This is an optimization exercise on Yosys and OpenROAD, whose aim is small area, a short achievable clock period and few clock cycles per item, not a production implementation. No functional check of the RTL was part of any run shown here. No activity file was given, so power comes from the tool's default toggle rates.

==> flow/design.v <==
module cordicp (
  input             clk,
  input             ld,      
  input      [31:0] x,
  input             ph1,     
  input             run,     
  input      [32:0] r0,
  input      [63:0] y0,
  input      [3:0]  cnt,     
  output reg [32:0] r,
  output reg [63:0] y
);
  reg [31:0] p;
  always @(*) begin
    case (cnt)
      4'd0: p = 32'h67CC8FB2;
      4'd1: p = 32'h391FEF8F;
      4'd2: p = 32'h1E27076E;
      4'd3: p = 32'hF851860;
      4'd4: p = 32'h7E0A6C3;
      4'd5: p = 32'h3F81516;
      4'd6: p = 32'h1FE02A6;
      4'd7: p = 32'hFF8055;
      4'd8: p = 32'h7FE00A;
      4'd9: p = 32'h3FF801;
      4'd10: p = 32'h1FFE00;
      4'd11: p = 32'hFFF80;
      4'd12: p = 32'h7FFE0;
      4'd13: p = 32'h3FFF8;
      4'd14: p = 32'h1FFFE;
      4'd15: p = 32'hFFFF;
    endcase
  end
  wire [32:0] diff;
  wire        dco;
  padd #(.W(33)) sub (.a(r), .b({1'b1, ~p}), .ci(1'b1), .s(diff), .co(dco));
  wire        d  = ~diff[32];
  wire [63:0] sh = (y >> 1) >> cnt;
  wire [63:0] sum;
  wire        sco;
  padd #(.W(64)) add (.a(y), .b(sh), .ci(1'b0), .s(sum), .co(sco));
  always @(posedge clk) begin
    if (ld)            r <= {1'b0, x};
    else if (ph1)      r <= r0;
    else if (d)        r <= diff;
    if (ph1)           y <= y0;
    else if (d & run)  y <= sum;
  end
endmodule
module padd #(parameter integer W = 32) (
  input  [W-1:0] a,
  input  [W-1:0] b,
  input          ci,
  output [W-1:0] s,
  output         co
);
  localparam integer L = $clog2(W);
  wire [W-1:0] G [0:L];
  wire [W-1:0] P [0:L];
  wire [W-1:0] h = a ^ b;
  assign G[0] = (a & b) | {{(W-1){1'b0}}, h[0] & ci};
  assign P[0] = h;
  genvar l, i;
  generate
    for (l = 0; l < L; l = l + 1) begin : A
      for (i = 0; i < W; i = i + 1) begin : B
        if ((i >> l) & 1) begin : C
          localparam integer j = ((i >> l) << l) - 1;
          assign G[l+1][i] = G[l][i] | (P[l][i] & G[l][j]);
          assign P[l+1][i] = P[l][i] & P[l][j];
        end else begin : D
          assign G[l+1][i] = G[l][i];
          assign P[l+1][i] = P[l][i];
        end
      end
    end
  endgenerate
  wire [W:0] c = {G[L], ci};
  assign s  = h ^ c[W-1:0];
  assign co = c[W];
endmodule
module cordicn (
  input             clk,
  input             ph1,
  input             run,
  input      [32:0] r0,
  input      [32:0] y0,
  input      [3:0]  cnt,
  output reg [32:0] y
);
  reg [32:0] r;
  reg [31:0] p;
  always @(*) begin
    case (cnt)
      4'd0: p = 32'h49A58844;
      4'd1: p = 32'h222F1D04;
      4'd2: p = 32'h108598B5;
      4'd3: p = 32'h820AEC4;
      4'd4: p = 32'h4081596;
      4'd5: p = 32'h20202AE;
      4'd6: p = 32'h1008055;
      4'd7: p = 32'h80200A;
      4'd8: p = 32'h400801;
      4'd9: p = 32'h200200;
      4'd10: p = 32'h100080;
      4'd11: p = 32'h80020;
      4'd12: p = 32'h40008;
      4'd13: p = 32'h20002;
      4'd14: p = 32'h10000;
      4'd15: p = 32'h8000;
    endcase
  end
  wire [32:0] diff;
  wire        dco;
  padd #(.W(33)) sub (.a(r), .b({1'b1, ~p}), .ci(1'b1), .s(diff), .co(dco));
  wire        d  = ~diff[32];
  wire [32:0] sh = (y >> 2) >> cnt;
  wire [32:0] dif;
  wire        yco;
  padd #(.W(33)) sbt (.a(y), .b(~sh), .ci(1'b1), .s(dif), .co(yco));
  always @(posedge clk) begin
    if (ph1)           r <= r0;
    else if (d)        r <= diff;
    if (ph1)           y <= y0;
    else if (d & run)  y <= dif;
  end
endmodule
module top (
  input             clk,
  input             rst,
  input      [31:0] x,
  input             en,
  output     [31:0] epx,
  output     [31:0] sinhx,
  output     [31:0] coshx,
  output reg        valid
);
  reg        ph1, busy, fin;
  reg  [3:0] cnt;
  always @(posedge clk) begin
    if (rst) begin
      ph1   <= 1'b0;
      busy  <= 1'b0;
      fin   <= 1'b0;
      valid <= 1'b0;
      cnt   <= 4'd0;
    end else begin
      ph1   <= en;
      fin   <= busy & (cnt == 4'd15);
      valid <= fin;
      if (ph1) begin
        busy <= 1'b1;
        cnt  <= 4'd0;
      end else if (busy) begin
        cnt <= cnt + 4'd1;
        if (cnt == 4'd15) busy <= 1'b0;
      end
    end
  end
  wire [32:0] xr;
  wire [31:0] xv = xr[31:0];
  wire [32:0] t;            
  assign t[0] = 1'b1;
  assign t[1] = xv[20:0] >= 21'hB173;
  assign t[2] = xv[20:0] >= 21'h162E5;
  assign t[3] = xv[20:0] >= 21'h21457;
  assign t[4] = xv[20:0] >= 21'h2C5C9;
  assign t[5] = xv[20:0] >= 21'h3773B;
  assign t[6] = xv[20:0] >= 21'h428AD;
  assign t[7] = xv[20:0] >= 21'h4DA1F;
  assign t[8] = xv[20:0] >= 21'h58B91;
  assign t[9] = xv[20:0] >= 21'h63D03;
  assign t[10] = xv[20:0] >= 21'h6EE75;
  assign t[11] = xv[20:0] >= 21'h79FE8;
  assign t[12] = xv[20:0] >= 21'h8515A;
  assign t[13] = xv[20:0] >= 21'h902CC;
  assign t[14] = xv[20:0] >= 21'h9B43E;
  assign t[15] = xv[20:0] >= 21'hA65B0;
  assign t[16] = xv[20:0] >= 21'hB1722;
  assign t[17] = xv[20:0] >= 21'hBC894;
  assign t[18] = xv[20:0] >= 21'hC7A06;
  assign t[19] = xv[20:0] >= 21'hD2B78;
  assign t[20] = xv[20:0] >= 21'hDDCEA;
  assign t[21] = xv[20:0] >= 21'hE8E5C;
  assign t[22] = xv[20:0] >= 21'hF3FCF;
  assign t[23] = xv[20:0] >= 21'hFF141;
  assign t[24] = xv[20:0] >= 21'h10A2B3;
  assign t[25] = xv[20:0] >= 21'h115425;
  assign t[26] = xv[20:0] >= 21'h120597;
  assign t[27] = xv[20:0] >= 21'h12B709;
  assign t[28] = xv[20:0] >= 21'h13687B;
  assign t[29] = xv[20:0] >= 21'h1419ED;
  assign t[30] = xv[20:0] >= 21'h14CB5F;
  assign t[31] = xv[20:0] >= 21'h157CD1;
  assign t[32] = xv[20:0] >= 21'h162E43;
  wire        z = (|xv[31:21]) | t[32];
  wire [31:0] hs;           
  genvar g;
  generate
    for (g = 0; g < 32; g = g + 1) begin : H
      assign hs[g] = t[g] & ~t[g+1] & ~z;
    end
  endgenerate
  reg [32:0] cs;            
  always @(*) begin
    cs = 33'd0;
    if (hs[0]) cs = cs | 33'h1;
    if (hs[1]) cs = cs | 33'hB17217F8;
    if (hs[2]) cs = cs | 33'h162E42FF0;
    if (hs[3]) cs = cs | 33'h145647E8;
    if (hs[4]) cs = cs | 33'hC5C85FE0;
    if (hs[5]) cs = cs | 33'h1773A77D8;
    if (hs[6]) cs = cs | 33'h28AC8FCF;
    if (hs[7]) cs = cs | 33'hDA1EA7C7;
    if (hs[8]) cs = cs | 33'h18B90BFBF;
    if (hs[9]) cs = cs | 33'h3D02D7B7;
    if (hs[10]) cs = cs | 33'hEE74EFAF;
    if (hs[11]) cs = cs | 33'h19FE707A7;
    if (hs[12]) cs = cs | 33'h51591F9E;
    if (hs[13]) cs = cs | 33'h102CB3796;
    if (hs[14]) cs = cs | 33'h1B43D4F8E;
    if (hs[15]) cs = cs | 33'h65AF6786;
    if (hs[16]) cs = cs | 33'h117217F7E;
    if (hs[17]) cs = cs | 33'h1C8939775;
    if (hs[18]) cs = cs | 33'h7A05AF6D;
    if (hs[19]) cs = cs | 33'h12B77C765;
    if (hs[20]) cs = cs | 33'h1DCE9DF5D;
    if (hs[21]) cs = cs | 33'h8E5BF755;
    if (hs[22]) cs = cs | 33'h13FCE0F4C;
    if (hs[23]) cs = cs | 33'h1F1402744;
    if (hs[24]) cs = cs | 33'hA2B23F3C;
    if (hs[25]) cs = cs | 33'h154245734;
    if (hs[26]) cs = cs | 33'h5966F2C;
    if (hs[27]) cs = cs | 33'hB7088724;
    if (hs[28]) cs = cs | 33'h1687A9F1B;
    if (hs[29]) cs = cs | 33'h19ECB713;
    if (hs[30]) cs = cs | 33'hCB5ECF0B;
    if (hs[31]) cs = cs | 33'h17CD0E703;
  end
  wire [32:0] r0;
  wire        r0co;
  padd #(.W(33)) sub0 (.a({xv[16:0], 16'h0}), .b(~cs), .ci(1'b1), .s(r0), .co(r0co));
  wire [63:0] yp0 = {hs, 32'h0};
  wire [32:0] yn0;
  generate
    for (g = 0; g < 32; g = g + 1) begin : YN
      assign yn0[32-g] = hs[g];
    end
  endgenerate
  assign yn0[0] = 1'b0;
  wire [63:0] yp;
  wire [32:0] yn;
  cordicp epos (
    .clk (clk), .ld (en), .x (x), .ph1 (ph1), .run (busy), .r0 (r0), .y0 (yp0),
    .cnt (cnt), .r (xr), .y (yp)
  );
  cordicn eneg (
    .clk (clk), .ph1 (ph1), .run (busy), .r0 (r0), .y0 (yn0), .cnt (cnt), .y (yn)
  );
  wire [31:0] ep  = yp[47:16];
  wire [16:0] en_ = yn[32:16];
  wire [31:0] dif, sum;
  wire        dco, sco;
  padd #(.W(32)) osub (.a(ep), .b(~{15'h0, en_}), .ci(1'b1), .s(dif), .co(dco));
  padd #(.W(32)) oadd (.a(ep), .b({15'h0, en_}), .ci(1'b0), .s(sum), .co(sco));
  assign epx = ep;
  reg  [30:0] sh_r, ch_r;
  always @(posedge clk) begin
    sh_r <= dif[31:1];
    ch_r <= sum[31:1];
  end
  assign sinhx = {1'b0, sh_r};
  assign coshx = {1'b0, ch_r};
endmodule
==> flow/run.sh <==
#!/bin/bash
# synth_recipe.tcl (not shown) runs the flow's synth.tcl, then flattens the netlist and writes it again
# the make line also repeats each setting of config.mk as NAME=value (left out here)
make -C /OpenROAD-flow-scripts/flow DESIGN_CONFIG=/design/flow/config.mk WORK_HOME=/design/flow/orfs CLKGATE_MAP_FILE= SYNTH_SCRIPT=/design/flow/synth_recipe.tcl finish
==> flow/config.mk <==
export PLATFORM = sky130hd
export DESIGN_NAME = top
export DESIGN_NICKNAME = top
export VERILOG_FILES = /design/flow/design.v
export SDC_FILE = /design/flow/constraint.sdc
export NUM_CORES = 4
export LEC_CHECK = 0
export ABC_AREA = 1
export CAP_MARGIN = 20
export CORE_MARGIN = 2
export CORE_UTILIZATION = 40
export PLACE_DENSITY = 0.6
export SETUP_SLACK_MARGIN = 4.5
export SLEW_MARGIN = 20
==> flow/constraint.sdc <==
create_clock -name core_clock -period 8.0 [get_ports {clk}]
set_input_delay 1.6000 -clock core_clock [delete_from_list [all_inputs] [get_ports {clk}]]
set_output_delay 1.6000 -clock core_clock [all_outputs]
set_load 0.01 [all_outputs]
==> results.sh, run 1 <==
export IMPL_syn_area_mm2=0.0280
export IMPL_grt_first_pass_wirelength_um=172000
export IMPL_final_layout_size_suffix_gt1_share_pct=27.1
export IMPL_cts_tree="built"
export IMPL_cts_root_buf="clkbuf_16"
export IMPL_syn2layout_area_growth_pct=39.9
export IMPL_wl_per_cell_um=21.7
export IMPL_clk_pin_slew_ns=0.06
export IMPL_fmax_mhz=211
export IMPL_clock_sinks=293
export IMPL_synth_edf_count=129
export IMPL_port_buffers=129
export IMPL_fill_cells=6440
export IMPL_worst_setup_path_type="reg -> reg"
export IMPL_period_needed_ns=4.74
export IMPL_reg2regPathDepth=27
export IMPL_period_share_pct=59.3
export IMPL_cts_max_path_buffers=3
export IMPL_yosysSeqAreaShare_pct=25.6
export IMPL_multi_input_comb_area_mm2=0.0216
export IMPL_via_count=31291
export IMPL_crit_path_end_kind="register"
export IMPL_worstPathRequired_ns=8.44
export IMPL_setup_viol=0
export IMPL_power_frac_comb_pct=61.8
export IMPL_tns_ns=0
export IMPL_maxCapViolCount=0
export IMPL_p_seq_share_pct=21.8
export IMPL_cp_arrival_ns=5.18
export IMPL_final_common_cell="nand2_1"
export IMPL_postRouteAntennaNets=0
export IMPL_ctsHtreeMaxLevel=2
export IMPL_p_leak_nw=18.6
export IMPL_wl_um=121000
export IMPL_synth_top_family_by_area="simple AND/OR/NAND/NOR gates"
export IMPL_hold_violations=0
export IMPL_internal_power_mw=5.78
export IMPL_clkPwrFrac_pct=16.4
export IMPL_worst_slew_pin_slew_ns=1.18
export IMPL_slew_headroom_pct=20.9
export IMPL_rsz0062_at_grt="yes"
export IMPL_run_status="finished clean"
export IMPL_hold_class="reg -> reg"
export IMPL_synth_seq_cells=293
export IMPL_r2r_start="epos.r[18]"
export IMPL_muxShareOfSynthArea_pct=1.97
export IMPL_synth_fa_ha_area_share_pct=11.9
export IMPL_dp_hpwl_um=82600
export IMPL_power_density_mw_per_mm2=273
export IMPL_cts_hold_buf=0
export IMPL_rows=96
export IMPL_p_switching_mw=4.91
export IMPL_track_usage_pct=31.2
export IMPL_final_cell_mix="944 x nand2_1, 456 x inv_1, 321 x nor2_1"
export IMPL_path_max_fanout=4
export IMPL_ys_warn_count=6
export IMPL_dr_pass1_iters=6
export IMPL_async_flop_share_pct=0
export IMPL_synthXorXnorAreaFrac_pct=3.10
export IMPL_nNetsFinal=4915
export IMPL_holdPathStages=2
export IMPL_grt_ovfl_total=0
export IMPL_seq_area_mm2=0.00718
export IMPL_io_pins=132
export IMPL_final_cells=5592
export IMPL_gp_congestion=1.02
export IMPL_synth_compound_area_share_pct=14.5
export IMPL_die_h_um=269
export IMPL_synth_simple_gate_area_share_pct=32.3
export IMPL_core_mm2=0.0689
export IMPL_initial_core_util_pct=40.6
export IMPL_ir_drop_mv=0.236
export IMPL_start_kind="register"
export IMPL_grt_start_max_net_pins=88
export IMPL_via_per_inst=5.60
export IMPL_crit_start="epos.r[18]"
export IMPL_drc_errors=0
export IMPL_drt_iter0_markers=2997
export IMPL_fp_dieArea_mm2=0.0721
export IMPL_insertedDiodeCount=0
export IMPL_antenna_found_initial=2
export IMPL_postSynthAreaPerCell_um2=6.65
export IMPL_clk_latency_ns=0.58
export IMPL_dp_cells=5117
export IMPL_fp_dieW_um=269
export IMPL_numCtsBuffers=37
export IMPL_switching_share_pct=45.9
export IMPL_fin_skew_ns=0.0279
export IMPL_synth_distinct_cells=66
export IMPL_maxSlewViolCount=0
export IMPL_synth_flop_cell="dfxtp_1"
export IMPL_synthCells=4210
export IMPL_grt_pass1_vias=28956
export IMPL_min_delay_start="epos.y[0]"
sequential cells by signal, summed over array words and instances, names as in the netlist:
| register | cells |
|---|---|
| epos.r | 33 |
| ch_r | 31 |
| sh_r | 31 |
| eneg.y | 33 |
| fin | 1 |
| eneg.p | 30 |
| valid | 1 |
| epos.p | 30 |
| busy | 1 |
| epos.y | 64 |
| cnt | 4 |
| ph1 | 1 |
| eneg.r | 33 |
path summary, 6_finish.rpt:
check,end,slack (ns)
worst min-delay path,epos.y[0],0.46
worst max-delay path,epos.r[31],3.26
worst min register to register,epos.y[0],0.46
worst max register to register,epos.r[31],3.26
metal layers:
metal / global-route usage [%] / routed length, um
met1: 38.5 / 47400
met2: 52.0 / 56400
met3: 4.52 / 8650
met4: 17.6 / 8920
met5: 0 / 10
power groups by stage:
| stage | clock, mW | sequential (mW) | combinational (mW) |
|---|---|---|---|
| global placement | 0 | 2.48 | 4.41 |
| CTS | 1.78 | 2.32 | 5.64 |
| finish | 1.76 | 2.33 | 6.60 |
| global route | 1.84 | 2.37 | 7.14 |
| floorplan | 0 | 2.33 | 3.17 |
| detailed placement | 0 | 2.48 | 4.40 |
what timing repair did:
item                       in CTS  in global routing
setup buffers                 241                137
resized for setup             660                446
cloned                         14                 16
setup endpoints to repair     366                306
pin swaps                     193                192
logic make-up after synthesis:
| group | count (synthesis) |
|---|---|
| AO/OA/AOI/OAI | 737 |
| XOR/XNOR | 99 |
| adder cells (fa/ha/maj) | 247 |
| buffers and inverters | 720 |
| flip-flops | 293 |
| multiplexers | 55 |
| other | 1 |
| AND/OR/NAND/NOR | 2058 |
layout make-up:
class / instances / share of cell area [%]
Clock inverter: 14 / 0.275
Multi-Input combinational cell: 3206 / 55.0
Sequential cell: 293 / 18.3
Inverter: 538 / 5.52
Clock buffer: 53 / 2.94
Tap cell: 931 / 2.97
Timing Repair Buffer: 557 / 14.9
synth_stat cells (11+ instances only):
master | count | area share (%)
nand3_2 | 23 | 0.82
nor2_1 | 401 | 5.4
a21o_1 | 11 | 0.30
a31oi_1 | 29 | 0.65
buf_4 | 46 | 1.2
xor2_1 | 61 | 1.9
o22ai_1 | 21 | 0.47
nand4_2 | 11 | 0.49
mux2i_1 | 55 | 2.0
a21oi_1 | 207 | 3.7
o21ai_0 | 366 | 6.5
inv_1 | 508 | 6.8
nand2_2 | 19 | 0.42
o21bai_1 | 22 | 0.59
nand3_1 | 302 | 5.4
ha_1 | 215 | 9.6
or2_2 | 11 | 0.25
nand4_1 | 61 | 1.4
nor4_1 | 18 | 0.40
inv_2 | 22 | 0.30
nor3_1 | 52 | 0.93
o21a_1 | 19 | 0.51
xnor2_1 | 38 | 1.2
clkbuf_1 | 89 | 1.2
nor2_2 | 22 | 0.49
buf_2 | 11 | 0.20
buf_1 | 27 | 0.36
fa_1 | 32 | 2.3
o31ai_1 | 13 | 0.35
nand2_1 | 1084 | 15
edfxtp_1 | 129 | 14
dfxtp_1 | 164 | 12
through the flow:
stage / setup WS (ns) / power [mW] / hold WS [ns] / area, um^2 / util, %
2_1_floorplan: 3.91 / 5.51 / 0.388 / 28500 / -
6_report: 3.26 / 10.7 / 0.457 / 39200 / 56.8
3_3_place_gp: 2.25 / 6.90 / 0.442 / 30100 / 43.6
5_1_grt: 3.14 / 11.3 / 0.471 / 39200 / 56.8
3_5_place_dp: 2.29 / 6.88 / 0.446 / 30100 / 43.6
4_1_cts: 3.46 / 9.74 / 0.458 / 36000 / 52.3
worst max-delay path, stage by stage (launching register included):
cell      delay [ns]
edfxtp_1        0.54
buf_6           0.20
nor2_4          0.17
nand2_2         0.13
nor2_4          0.14
a21boi_1        0.17
and2_4          0.21
nor2_2          0.06
nand2_4         0.08
nand3_4         0.10
nor4_4          0.35
nand2_1         0.13
nor4b_2         0.25
ha_1            0.31
a21o_1          0.20
a21oi_2         0.15
inv_2           0.07
a21oi_2         0.13
inv_2           0.05
a21oi_2         0.15
inv_2           0.08
a21oi_4         0.14
inv_2           0.08
a211oi_4        0.31
nand2_1         0.08
nand2_1         0.08
nand3_2         0.09
a21oi_2         0.16
==> inputs of run 2 (changes only) <==
--- a/flow/config.mk
+++ b/flow/config.mk
@@ -11,4 +11,3 @@
 export CORE_UTILIZATION = 40
 export PLACE_DENSITY = 0.6
-export SETUP_SLACK_MARGIN = 4.5
 export SLEW_MARGIN = 20
==> run 2 against run 1 <==
Net effect: still clean; power decreased by 19%; global-route usage decreased by 3.4 points; first-iteration DRC count fell by 12%; register-to-register slack lost 1.3 ns; largest power group unchanged.
==> results.sh, run 2 <==
export IMPL_synth_area_leaders="nand2_1 15%, edfxtp_1 14%, dfxtp_1 12%, ha_1 9.6%, inv_1 6.8%"
export IMPL_yosysTopAreaCellShare_pct=14.5
export IMPL_post_cts_resized=0
export IMPL_clock_sinks=293
export IMPL_final_common_cell="nand2_1"
export IMPL_highest_layer="met4"
export IMPL_synth_edf_count=129
export IMPL_r2r_start="epos.r[20]"
export IMPL_via_count=28284
export IMPL_worst_slew_pin_slew_ns=1.02
export IMPL_grt_pass1_vias=26463
export IMPL_postCtsSetupRepairBufs=0
export IMPL_maxSlewViolCount=0
export IMPL_grt_ovfl_total=0
export IMPL_synth_seq_cells=293
export IMPL_largest_register_ffs=64
export IMPL_gp_congestion=1.03
export IMPL_final_cell_mix="1082 x nand2_1, 504 x inv_1, 399 x nor2_1"
export IMPL_syn_area_mm2=0.0280
export IMPL_min_delay_start="epos.y[0]"
export IMPL_fin_skew_ns=0.0304
export IMPL_via_per_inst=5.46
export IMPL_power_density_mw_per_mm2=278
export IMPL_die_h_um=269
export IMPL_cts_max_path_buffers=3
export IMPL_nNetsFinal=4507
export IMPL_synthCells=4210
export IMPL_clk_pin_slew_ns=0.06
export IMPL_wl_met1_um=42800
export IMPL_syn2layout_area_growth_pct=10.7
export IMPL_crit_path_end_kind="register"
export IMPL_path_max_fanout=40
export IMPL_total_power_mw=8.62
export IMPL_ir_drop_mv=0.176
export IMPL_cts_hold_buf=0
export IMPL_regMostFlops="epos.y"
export IMPL_p_leak_nw=15.1
export IMPL_synth_top_area_cell="nand2_1"
export IMPL_yosysMostFrequentCell="nand2_1"
export IMPL_ys_warn_count=6
export IMPL_core_mm2=0.0689
export IMPL_cts_root_buf="clkbuf_16"
export IMPL_maxCapViolCount=0
export IMPL_dp_hpwl_um=79900
export IMPL_ctsHtreeMaxLevel=2
export IMPL_postRouteAntennaNets=0
export IMPL_hold_end="epos.y[0]"
export IMPL_ff2ff_setup_slack_ns=2.00
export IMPL_worstPathRequired_ns=8.32
export IMPL_grt_start_max_net_pins=81
export IMPL_port_buffers=129
export IMPL_postSynthAreaPerCell_um2=6.65
export IMPL_final_cells=5184
export IMPL_io_pins=132
export IMPL_synth_distinct_cells=66
export IMPL_wl_um=102000
export IMPL_clk_latency_ns=0.57
export IMPL_cts_tree="built"
export IMPL_start_kind="register"
export IMPL_worst_setup_path_type="reg -> reg"
export IMPL_wl_per_cell_um=19.6
export IMPL_run_status="finished clean"
export IMPL_numCtsBuffers=37
export IMPL_fp_dieW_um=269
export IMPL_async_flop_share_pct=0
export IMPL_hold_class="reg -> reg"
export IMPL_fill_cells=7318
export IMPL_cp_arrival_ns=6.32
export IMPL_track_usage_pct=27.8
export IMPL_wl_met2_um=47600
export IMPL_initial_core_util_pct=40.6
export IMPL_synth_flop_cell="dfxtp_1"
export IMPL_setup_viol=0
export IMPL_antenna_found_initial=1
export IMPL_holdPathStages=2
export IMPL_period_share_pct=75.0
export IMPL_slew_headroom_pct=31.7
export IMPL_period_needed_ns=6.00
export IMPL_drc_errors=0
export IMPL_rows=96
export IMPL_fp_dieArea_mm2=0.0721
export IMPL_fmax_mhz=167
export IMPL_r2r_end="epos.r[26]"
export IMPL_rsz0062_at_grt="no"
export IMPL_yosysSeqAreaShare_pct=25.6
export IMPL_drt_iter0_markers=2628
export IMPL_tns_ns=0
export IMPL_dr_pass1_iters=7
export IMPL_dp_cells=5117
export IMPL_hold_violations=0
export IMPL_reg2regPathDepth=27
export IMPL_synthTopCellsByCount="1084 x nand2_1, 508 x inv_1, 401 x nor2_1"
export IMPL_final_layout_size_suffix_gt1_share_pct=5.78
export IMPL_grt_first_pass_wirelength_um=155000
export IMPL_insertedDiodeCount=0
export IMPL_route_met3_wl_um=6670
-- run 2: metal layers --
layer / GRT usage (%) / up-vias
met1: 35.5 / 13032
met2: 47.0 / 1135
li1: - / 13895
met4: 11.2 / 0
met5: 0 / -
met3: 4.03 / 222
-- run 2: layout make-up --
cell class / instances / area, um^2 / area share, %
Multi-Input combinational cell: 3198 / 17900 / 57.7
Sequential cell: 293 / 7170 / 23.1
Inverter: 538 / 2020 / 6.53
Timing Repair Buffer: 157 / 1500 / 4.85
Tap cell: 931 / 1160 / 3.76
Clock buffer: 51 / 1090 / 3.51
Clock inverter: 16 / 154 / 0.497
-- run 2: kinds of logic after synthesis --
kind of cell | count (synthesis) | synth area share, %
flops | 293 | 25.6
xor+xnor | 99 | 3.10
buf+inv | 720 | 10.6
mux | 55 | 1.97
simple gates | 2058 | 32.3
fa+ha+maj | 247 | 11.9
other cells | 1 | 0.0134
compound gates | 737 | 14.5
-- run 2: worst max-delay path, cell delays in order, from the launching register on --
cell      delay, ns
edfxtp_1       0.69
inv_4          0.26
nor2_4         0.09
nand3_1        0.14
inv_1          0.04
nor2_1         0.14
nand2_1        0.11
nor2_4         0.74
nand3_1        0.49
nand2_1        0.25
nor2_1         0.08
nand2_1        0.07
nor2_1         0.07
ha_1           0.33
a21oi_1        0.22
nor2_1         0.07
nor2_1         0.20
nor2_1         0.07
nor2_1         0.24
o21ai_0        0.16
a21oi_1        0.38
inv_1          0.21
a31oi_1        0.24
nand3_1        0.11
nand3_1        0.15
nand2_1        0.07
nand2_1        0.06
nand2_1        0.05
-- run 2: power by group --
| group | total [mW] | switching [mW] | internal, mW | leakage [nW] |
|---|---|---|---|---|
| clock network | 1.75 | 0.728 | 1.02 | 0.621 |
| logic | 4.41 | 2.84 | 1.57 | 11.8 |
| registers | 2.46 | 0.394 | 2.06 | 2.66 |
| total | 8.62 | 3.97 | 4.65 | 15.1 |
-- run 2: worst max path at each step --
stage,slack (ns),endpoint,cells past startpoint,startpoint
floorplan,3.18,epos.y[32],28,cnt[0]
global placement,2.21,epos.r[26],22,epos.r[9]
detailed placement,2.24,epos.y[33],27,cnt[0]
CTS,2.18,epos.r[26],27,epos.r[20]
global route,1.61,epos.r[26],28,epos.r[16]
finish,2.00,epos.r[26],27,epos.r[20]
-- run 2: stage by stage --
stage	setup slack [ns]	hold WS (ns)	util, %	cell area (um^2)
2_1_floorplan	3.18	0.388	-	28000
3_3_place_gp	2.21	0.442	43.1	29700
3_5_place_dp	2.24	0.444	43.1	29700
4_1_cts	2.18	0.456	44.9	31000
5_1_grt	1.61	0.478	44.9	31000
6_report	2.00	0.457	44.9	31000
==> inputs of run 3 (changes only) <==
--- a/flow/design.v
+++ b/flow/design.v
@@ -202,43 +202,46 @@
     end
   endgenerate
-  reg [32:0] cs;            
+  reg [15:0] rlo;
+  reg [16:0] rk;
   always @(*) begin
-    cs = 33'd0;
-    if (hs[0]) cs = cs | 33'h1;
-    if (hs[1]) cs = cs | 33'hB17217F8;
-    if (hs[2]) cs = cs | 33'h162E42FF0;
-    if (hs[3]) cs = cs | 33'h145647E8;
-    if (hs[4]) cs = cs | 33'hC5C85FE0;
-    if (hs[5]) cs = cs | 33'h1773A77D8;
-    if (hs[6]) cs = cs | 33'h28AC8FCF;
-    if (hs[7]) cs = cs | 33'hDA1EA7C7;
-    if (hs[8]) cs = cs | 33'h18B90BFBF;
-    if (hs[9]) cs = cs | 33'h3D02D7B7;
-    if (hs[10]) cs = cs | 33'hEE74EFAF;
-    if (hs[11]) cs = cs | 33'h19FE707A7;
-    if (hs[12]) cs = cs | 33'h51591F9E;
-    if (hs[13]) cs = cs | 33'h102CB3796;
-    if (hs[14]) cs = cs | 33'h1B43D4F8E;
-    if (hs[15]) cs = cs | 33'h65AF6786;
-    if (hs[16]) cs = cs | 33'h117217F7E;
-    if (hs[17]) cs = cs | 33'h1C8939775;
-    if (hs[18]) cs = cs | 33'h7A05AF6D;
-    if (hs[19]) cs = cs | 33'h12B77C765;
-    if (hs[20]) cs = cs | 33'h1DCE9DF5D;
-    if (hs[21]) cs = cs | 33'h8E5BF755;
-    if (hs[22]) cs = cs | 33'h13FCE0F4C;
-    if (hs[23]) cs = cs | 33'h1F1402744;
-    if (hs[24]) cs = cs | 33'hA2B23F3C;
-    if (hs[25]) cs = cs | 33'h154245734;
-    if (hs[26]) cs = cs | 33'h5966F2C;
-    if (hs[27]) cs = cs | 33'hB7088724;
-    if (hs[28]) cs = cs | 33'h1687A9F1B;
-    if (hs[29]) cs = cs | 33'h19ECB713;
-    if (hs[30]) cs = cs | 33'hCB5ECF0B;
-    if (hs[31]) cs = cs | 33'h17CD0E703;
-  end
-  wire [32:0] r0;
+    rlo = 16'd0;
+    rk  = 17'd0;
+    if (hs[0]) begin rlo = rlo | 16'hFFFF; rk = rk | 17'h1FFFF; end
+    if (hs[1]) begin rlo = rlo | 16'hE808; rk = rk | 17'h14E8D; end
+    if (hs[2]) begin rlo = rlo | 16'hD010; rk = rk | 17'h9D1B; end
+    if (hs[3]) begin rlo = rlo | 16'hB818; rk = rk | 17'h1EBA9; end
+    if (hs[4]) begin rlo = rlo | 16'hA020; rk = rk | 17'h13A37; end
+    if (hs[5]) begin rlo = rlo | 16'h8828; rk = rk | 17'h88C5; end
+    if (hs[6]) begin rlo = rlo | 16'h7031; rk = rk | 17'h1D753; end
+    if (hs[7]) begin rlo = rlo | 16'h5839; rk = rk | 17'h125E1; end
+    if (hs[8]) begin rlo = rlo | 16'h4041; rk = rk | 17'h746F; end
+    if (hs[9]) begin rlo = rlo | 16'h2849; rk = rk | 17'h1C2FD; end
+    if (hs[10]) begin rlo = rlo | 16'h1051; rk = rk | 17'h1118B; end
+    if (hs[11]) begin rlo = rlo | 16'hF859; rk = rk | 17'h6018; end
+    if (hs[12]) begin rlo = rlo | 16'hE062; rk = rk | 17'h1AEA6; end
+    if (hs[13]) begin rlo = rlo | 16'hC86A; rk = rk | 17'hFD34; end
+    if (hs[14]) begin rlo = rlo | 16'hB072; rk = rk | 17'h4BC2; end
+    if (hs[15]) begin rlo = rlo | 16'h987A; rk = rk | 17'h19A50; end
+    if (hs[16]) begin rlo = rlo | 16'h8082; rk = rk | 17'hE8DE; end
+    if (hs[17]) begin rlo = rlo | 16'h688B; rk = rk | 17'h376C; end
+    if (hs[18]) begin rlo = rlo | 16'h5093; rk = rk | 17'h185FA; end
+    if (hs[19]) begin rlo = rlo | 16'h389B; rk = rk | 17'hD488; end
+    if (hs[20]) begin rlo = rlo | 16'h20A3; rk = rk | 17'h2316; end
+    if (hs[21]) begin rlo = rlo | 16'h8AB; rk = rk | 17'h171A4; end
+    if (hs[22]) begin rlo = rlo | 16'hF0B4; rk = rk | 17'hC031; end
+    if (hs[23]) begin rlo = rlo | 16'hD8BC; rk = rk | 17'hEBF; end
+    if (hs[24]) begin rlo = rlo | 16'hC0C4; rk = rk | 17'h15D4D; end
+    if (hs[25]) begin rlo = rlo | 16'hA8CC; rk = rk | 17'hABDB; end
+    if (hs[26]) begin rlo = rlo | 16'h90D4; rk = rk | 17'h1FA69; end
+    if (hs[27]) begin rlo = rlo | 16'h78DC; rk = rk | 17'h148F7; end
+    if (hs[28]) begin rlo = rlo | 16'h60E5; rk = rk | 17'h9785; end
+    if (hs[29]) begin rlo = rlo | 16'h48ED; rk = rk | 17'h1E613; end
+    if (hs[30]) begin rlo = rlo | 16'h30F5; rk = rk | 17'h134A1; end
+    if (hs[31]) begin rlo = rlo | 16'h18FD; rk = rk | 17'h832F; end
+  end
+  wire [16:0] rhi;
   wire        r0co;
-  padd #(.W(33)) sub0 (.a({xv[16:0], 16'h0}), .b(~cs), .ci(1'b1), .s(r0), .co(r0co));
+  padd #(.W(17)) sub0 (.a(xv[16:0]), .b(rk), .ci(1'b0), .s(rhi), .co(r0co));
+  wire [32:0] r0 = {rhi, rlo};
   wire [63:0] yp0 = {hs, 32'h0};
   wire [32:0] yn0;
==> run 3 against run 2 <==
Net effect: global-route usage down 0.15 points; count of clock-buffer cells in the layout up 4; final cell count increased by 0.79%; flip-flop and latch count stayed put; sequential share of layout area is 0.070 points higher; critical path type unchanged.
==> results.sh, run 3 <==
export IMPL_gp_congestion=1.05
export IMPL_clk_pin_slew_ns=0.06
export IMPL_cts_max_path_buffers=3
export IMPL_numCtsBuffers=38
export IMPL_maxSlewViolCount=0
export IMPL_cpLargestDelayFamily="compound AO/OA/AOI/OAI gates"
export IMPL_grt_first_pass_wirelength_um=154000
export IMPL_async_flop_share_pct=0
export IMPL_grt_pass1_vias=26304
export IMPL_min_delay_start="fin"
export IMPL_fin_skew_ns=0.0366
export IMPL_syn2layout_area_growth_pct=10.8
export IMPL_cp_cell_sequence="inv_1 > buf_4 > nand2_1 > o21ai_0 > mux2i_1 > inv_1 > o21ai_0 > o21ai_0 > ha_1 > a21o_1 > a21oi_1 > o21bai_1 > a21oi_1 > o21bai_1 > a21oi_1 > nand3_2 > fa_1 > xnor2_1 > o21ai_0"
export IMPL_final_setup_worst_slack_ns=2.02
export IMPL_period_needed_ns=5.98
export IMPL_hold_class="reg -> reg"
export IMPL_synth_distinct_cells=65
export IMPL_synth_seq_cells=293
export IMPL_slew_headroom_pct=33.0
export IMPL_core_mm2=0.0688
export IMPL_track_usage_pct=27.6
export IMPL_ctsHtreeMaxLevel=2
export IMPL_p_seq_share_pct=29.8
export IMPL_nNetsFinal=4545
export IMPL_run_status="finished clean"
export IMPL_grt_start_max_net_pins=83
export IMPL_yosysSeqAreaShare_pct=25.7
export IMPL_antenna_found_initial=1
export IMPL_post_cts_resized=0
export IMPL_worstPathRequired_ns=8.30
export IMPL_power_frac_comb_pct=47.8
export IMPL_dp_hpwl_um=78400
export IMPL_cts_tree="built"
export IMPL_synth_top_area_cell="nand2_1"
export IMPL_power_density_mw_per_mm2=252
export IMPL_final_common_cell="nand2_1"
export IMPL_maxCapViolCount=0
export IMPL_yosysTopAreaCellShare_pct=15.2
export IMPL_synth_area_leaders="nand2_1 15%, edfxtp_1 14%, dfxtp_1 12%, ha_1 9.4%, inv_1 7.3%"
export IMPL_fmax_mhz=167
export IMPL_cts_root_buf="clkbuf_16"
export IMPL_grt_ovfl_total=0
export IMPL_fp_dieW_um=268
export IMPL_wl_um=100000
export IMPL_rsz0062_at_grt="no"
export IMPL_wl_per_cell_um=19.2
export IMPL_tns_ns=0
export IMPL_crit_path_end_kind="register"
export IMPL_worst_slew_pin_slew_ns=1.00
export IMPL_insertedDiodeCount=0
export IMPL_port_buffers=129
export IMPL_die_h_um=268
export IMPL_switching_share_pct=44.4
export IMPL_yosysMostFrequentCell="nand2_1"
export IMPL_postRouteAntennaNets=0
export IMPL_final_layout_size_suffix_gt1_share_pct=4.75
export IMPL_postCtsSetupRepairBufs=0
export IMPL_synth_edf_count=129
export IMPL_path_max_fanout=49
export IMPL_r2r_start="cnt[0]"
export IMPL_period_share_pct=74.7
export IMPL_synthCells=4250
export IMPL_setup_viol=0
export IMPL_via_per_inst=5.37
export IMPL_fp_dieArea_mm2=0.0718
export IMPL_cpMostUsedCell="o21ai_0"
export IMPL_regMostFlops="epos.y"
export IMPL_largest_register_ffs=64
export IMPL_internal_power_mw=4.33
export IMPL_start_kind="register"
export IMPL_worst_setup_path_type="reg -> reg"
export IMPL_crit_start="cnt[0]"
export IMPL_synth_flop_cell="dfxtp_1"
export IMPL_ys_warn_count=7
export IMPL_place_ws_ns=2.13
export IMPL_p_switching_mw=3.46
export IMPL_syn_area_mm2=0.0279
export IMPL_initial_core_util_pct=40.5
export IMPL_via_count=28075
export IMPL_p_leak_nw=15.4
export IMPL_rows=96
export IMPL_ir_drop_mv=0.181
export IMPL_cts_hold_buf=0
export IMPL_clk_latency_ns=0.58
export IMPL_synthTopCellsByCount="1128 x nand2_1, 544 x inv_1, 390 x nor2_1"
export IMPL_hold_violations=0
export IMPL_io_pins=132
export IMPL_cp_arrival_ns=6.28
export IMPL_final_util_pct=44.9
export IMPL_crit_slowest_cell="fa_1"
export IMPL_drc_errors=0
export IMPL_postSynthAreaPerCell_um2=6.56
export IMPL_max_stage_delay_ns=0.71
export IMPL_cp_buffers_inverters=3
export IMPL_fill_cells=7365
export IMPL_drt_iter0_markers=2646
export IMPL_clock_sinks=293
export IMPL_clkPwrFrac_pct=22.4
export IMPL_dr_pass1_iters=8
export IMPL_final_cell_mix="1127 x nand2_1, 541 x inv_1, 390 x nor2_1"
-- run 3: cell types whose count changed after synthesis, moves of 9 or more --
| cell | previous run | this run |
|---|---|---|
| a21o_1 | 11 | 20 |
| a21oi_1 | 207 | 194 |
| nor3_1 | 52 | 74 |
| o22ai_1 | 21 | 2 |
| nand3_1 | 302 | 330 |
| nor2_1 | 401 | 390 |
| nand2_1 | 1084 | 1128 |
| buf_2 | 11 | 20 |
| o211ai_1 | 10 | 20 |
| o21ai_1 | 6 | 22 |
| o21a_1 | 19 | 4 |
| inv_1 | 508 | 544 |
| nand4_2 | 11 | 1 |
-- run 3: worst paths after layout --
kind                 to  cells past startpoint  slack, ns
min               valid                      2       0.41
max          epos.y[33]                     19       2.02
min reg2reg       valid                      2       0.41
max reg2reg  epos.y[33]                     19       2.02
-- run 3: power groups by stage --
stage	logic (mW)	registers [mW]	clock network, mW
6_report	3.72	2.32	1.75
3_5_place_dp	3.67	2.34	0
4_1_cts	3.69	2.31	1.79
5_1_grt	4.19	2.35	1.84
3_3_place_gp	3.67	2.34	0
2_1_floorplan	2.63	2.23	0
-- run 3: logic make-up after synthesis --
logic type	after synthesis	share of synthesized area [%]
compound gates	718	14.2
fa+ha+maj	244	11.9
other cells	1	0.0135
mux	59	2.12
xor+xnor	85	2.67
simple gates	2103	32.6
flops	293	25.7
buf+inv	747	10.9
-- run 3: worst register-to-register path, delay by kind of cell (launching register included) --
kind | cells | cell delay, ns
buffers and inverters | 3 | 0.83
xor gates and xnor gates | 1 | 0.17
adders and majority gates | 2 | 0.98
and+or+nand+nor | 2 | 0.72
muxes | 1 | 0.22
DFF | 1 | 0.66
AOI/OAI and AO/OA | 10 | 2.14
-- run 3: area by class of cell --
cell class                 instances  area [um^2]  area share [%]
tap                              931         1160            3.77
multi-input combinational       3211        17700            57.3
sequential                       293         7170            23.2
inverter                         571         2140            6.94
clock inverter                    13          109           0.352
timing repair buffer             151         1460            4.72
clock buffer                      55         1140            3.71
-- run 3: through the flow --
stage | std cells | hold WS, ns | area, um^2 | power, mW
floorplan | 4251 | 0.388 | 27900 | 4.86
global placement | 5157 | 0.420 | 29600 | 6.01
detailed placement | 5157 | 0.417 | 29600 | 6.01
global route | 5225 | 0.443 | 30900 | 8.38
CTS | 5225 | 0.421 | 30900 | 7.79
finish | 5225 | 0.406 | 30900 | 7.78
-- run 3: layer usage --
metal | track usage (%) | vias up | part of all wire [%]
met2 | 46.3 | 1053 | 46
met5 | 0 | - | 0
met4 | 10.6 | 0 | 4.0
li1 | - | 13988 | -
met3 | 3.78 | 185 | 6.5
met1 | 36.0 | 12849 | 43
==> inputs of run 4 (changes only) <==
--- a/flow/config.mk
+++ b/flow/config.mk
@@ -9,5 +9,6 @@
 export CAP_MARGIN = 20
 export CORE_MARGIN = 2
-export CORE_UTILIZATION = 40
-export PLACE_DENSITY = 0.6
+export CORE_UTILIZATION = 50
+export PLACE_DENSITY = 0.7
+export SETUP_SLACK_MARGIN = 3.5
 export SLEW_MARGIN = 20
==> run 4 against run 3 <==
Net effect: first-iteration DRC count increased by 14%; flip-flop and latch count unchanged; synthesized area unchanged; fmax increased by 31%; count of clock-buffer cells in the layout increased by 4; routed wire length increased by 0.81%; clock power increased by 7%; clock skew about the same; combinational power increased by 18%; core utilization increased by 16 points; non-clock buffer count increased by 147; worst hold slack improved by 0.0021 ns; critical path type unchanged; largest power group unchanged.
==> results.sh, run 4 <==
export IMPL_wl_per_cell_um=19.5
export IMPL_synth_edf_count=129
export IMPL_dp_hpwl_um=74500
export IMPL_wl_um=101000
export IMPL_maxSlewViolCount=0
export IMPL_via_per_inst=5.73
export IMPL_internal_power_mw=4.74
export IMPL_power_density_mw_per_mm2=253
export IMPL_regMostFlops="epos.y"
export IMPL_final_layout_size_suffix_gt1_share_pct=13.4
export IMPL_gp_congestion=1.10
export IMPL_async_flop_share_pct=0
export IMPL_numCtsBuffers=38
export IMPL_muxShareOfSynthArea_pct=2.12
export IMPL_postPlaceCellArea_mm2=0.0294
export IMPL_cp_arrival_ns=4.88
export IMPL_synth_top_family_by_area="simple AND/OR/NAND/NOR gates"
export IMPL_grt_ovfl_total=0
export IMPL_ys_warn_count=7
export IMPL_met1_usage_pct=42.7
export IMPL_synth_compound_area_share_pct=14.2
export IMPL_fp_dieW_um=240
export IMPL_synth_flop_cell="dfxtp_1"
export IMPL_rows=86
export IMPL_cts_max_path_buffers=3
export IMPL_hold_class="reg -> reg"
export IMPL_grt_pass1_vias=27163
export IMPL_yosysMostFrequentCell="nand2_1"
export IMPL_ir_drop_mv=0.217
export IMPL_synth_area_leaders="nand2_1 15%, edfxtp_1 14%, dfxtp_1 12%, ha_1 9.4%, inv_1 7.3%"
export IMPL_cpMostUsedCell="nand2_2"
export IMPL_syn2layout_area_growth_pct=20.4
export IMPL_worstPathRequired_ns=8.30
export IMPL_crit_path_end_kind="register"
export IMPL_crit_slowest_cell="fa_2"
export IMPL_max_stage_delay_ns=0.52
export IMPL_synth_distinct_cells=65
export IMPL_postSynthAreaPerCell_um2=6.56
export IMPL_final_common_cell="nand2_1"
export IMPL_ctsHtreeMaxLevel=2
export IMPL_period_share_pct=57.3
export IMPL_core_mm2=0.0551
export IMPL_tns_ns=0
export IMPL_initial_core_util_pct=50.6
export IMPL_drt_iter0_markers=3023
export IMPL_port_buffers=129
export IMPL_synthTopCellsByCount="1128 x nand2_1, 544 x inv_1, 390 x nor2_1"
export IMPL_synth_simple_gate_area_share_pct=32.6
export IMPL_period_needed_ns=4.58
export IMPL_worst_setup_path_type="reg -> reg"
export IMPL_synthXorXnorAreaFrac_pct=2.67
export IMPL_io_pins=132
export IMPL_syn_area_mm2=0.0279
export IMPL_grt_first_pass_wirelength_um=152000
export IMPL_p_leak_nw=16.7
export IMPL_maxCapViolCount=0
export IMPL_largest_register_ffs=64
export IMPL_busiest_layer="met2"
export IMPL_p_seq_share_pct=26.2
export IMPL_synth_top_area_cell="nand2_1"
export IMPL_via_count=29801
export IMPL_fp_dieArea_mm2=0.0577
export IMPL_fmax_mhz=218
export IMPL_clk_pin_slew_ns=0.06
export IMPL_use_met2_pct=56.0
export IMPL_met3_usage_pct=4.97
export IMPL_power_frac_comb_pct=51.7
export IMPL_drc_errors=0
export IMPL_clock_sinks=293
export IMPL_nNetsFinal=4699
export IMPL_setup_viol=0
export IMPL_antenna_found_initial=0
export IMPL_cts_tree="built"
export IMPL_start_kind="register"
export IMPL_hold_violations=0
export IMPL_switching_share_pct=44.1
export IMPL_insertedDiodeCount=0
export IMPL_dr_pass1_iters=7
export IMPL_synth_seq_cells=293
export IMPL_yosysTopAreaCellShare_pct=15.2
export IMPL_p_switching_mw=3.74
export IMPL_clk_latency_ns=0.58
export IMPL_fin_skew_ns=0.0365
export IMPL_grt_start_max_net_pins=84
export IMPL_postRouteAntennaNets=0
export IMPL_rsz0062_at_grt="yes"
export IMPL_worst_slew_pin_slew_ns=0.976
export IMPL_track_usage_pct=33.8
export IMPL_die_h_um=240
export IMPL_slew_headroom_pct=34.5
export IMPL_final_cell_mix="1069 x nand2_1, 515 x inv_1, 335 x nor2_1"
export IMPL_path_max_fanout=5
export IMPL_run_status="finished clean"
export IMPL_synthCells=4250
export IMPL_final_area_mm2=0.0336
export IMPL_clkPwrFrac_pct=22.0
export IMPL_yosysSeqAreaShare_pct=25.7
export IMPL_synth_fa_ha_area_share_pct=11.9
export IMPL_cts_root_buf="clkbuf_16"
[run 4: power by group through the flow]
stage	Combinational (mW)	Sequential (mW)	Clock, mW
floorplan	2.63	2.23	0
global placement	3.62	2.32	0
detailed placement	3.64	2.33	0
CTS	4.00	2.23	1.88
global route	4.83	2.26	1.94
finish	4.39	2.23	1.87
[run 4: layout make-up]
class                      count  area, um^2
tap                          748         936
clock inverter                10         126
timing repair inverter         2        17.5
sequential                   293        7170
inverter                     571        2220
multi-input combinational   3216       19000
fill                        5295       21500
clock buffer                  59        1240
timing repair buffer         298        2880
[run 4: critical path, delay by kind of cell (launching register included)]
kind / cells / cell delay, ns
simple gates: 19 / 2.19
flops: 1 / 0.48
compound gates: 1 / 0.06
buf+inv: 5 / 0.51
fa+ha+maj: 3 / 1.07
[run 4: worst paths after layout]
path / depth (start not counted) / start / slack [ns] / to
worst max-delay path: 28 / epos.r[16] / 3.42 / epos.r[24]
worst min-delay path: 2 / fin / 0.41 / valid
worst max register to register: 28 / epos.r[16] / 3.42 / epos.r[24]
worst min register to register: 2 / fin / 0.41 / valid
[run 4: timing repair]
| action | in CTS | in global routing |
|---|---|---|
| pin swaps | 25 | 89 |
| buffers inserted | 75 | 72 |
| gates resized for setup | 158 | 266 |
| cloned | 3 | 5 |
| hold buffers | 0 | 0 |
| setup endpoints to repair | 103 | 103 |
[run 4: through the flow]
| stage | hold slack, ns | total power [mW] | std cells | setup WS [ns] | utilization, % |
|---|---|---|---|---|---|
| 6_report | 0.409 | 8.48 | 5197 | 3.42 | 60.9 |
| 5_1_grt | 0.428 | 9.03 | 5197 | 3.31 | 60.9 |
| 3_5_place_dp | 0.405 | 5.97 | 4973 | 2.39 | 53.3 |
| 3_3_place_gp | 0.405 | 5.94 | 4973 | 2.36 | 53.3 |
| 4_1_cts | 0.417 | 8.11 | 5120 | 3.42 | 58.0 |
| 2_1_floorplan | 0.388 | 4.86 | 4251 | 3.64 | - |
[run 4: logic make-up after synthesis]
group / Yosys count
DFF: 293
AOI/OAI and AO/OA: 718
buffers and inverters: 747
other: 1
and+or+nand+nor: 2103
xor gates and xnor gates: 85
adders and majority gates: 244
muxes: 59
[run 4: layer usage]
metal	part of all wire, %	vias to the layer above
met4	6.1	0
met2	46	1483
li1	-	14302
met3	8.0	352
met5	0	-
met1	40	13664

afterwards: timing with drivers on the ports:
No port has a modelled driver above. Below, the same layouts with a new extraction and two added sets of constraints.
Step 1 assumes that a clkbuf_16 drives the clock port and a buf_2 every other input.
Step 2 times the ports against the registers' clock, not the clock port: input delays grow and output delays shrink by t, the midpoint of the rising clock arrivals with the driver on.
Slacks: ideal ports / drivers / drivers and shift; pairs: ideal ports / drivers.
run	t, ns	slack for setup (ns)	clock arrival spread, ns	slew at the worst register clock pin (ns)	cell pins on the clock port's net
run 1	0.630	3.256 / 3.256 / 3.256	0.027 / 0.028	0.07 / 0.07	1
run 2	0.617	2.002 / 2.002 / 2.002	0.030 / 0.030	0.07 / 0.07	1
run 3	0.619	2.022 / 2.022 / 2.022	0.036 / 0.036	0.07 / 0.07	1
run 4	0.627	3.420 / 3.420 / 3.321	0.036 / 0.036	0.07 / 0.07	1
After both steps every run listed still meets setup and hold. For run 4, which loses most, drivers alone change the setup slack by 0.000 ns; drivers and shift together by -0.099 ns.
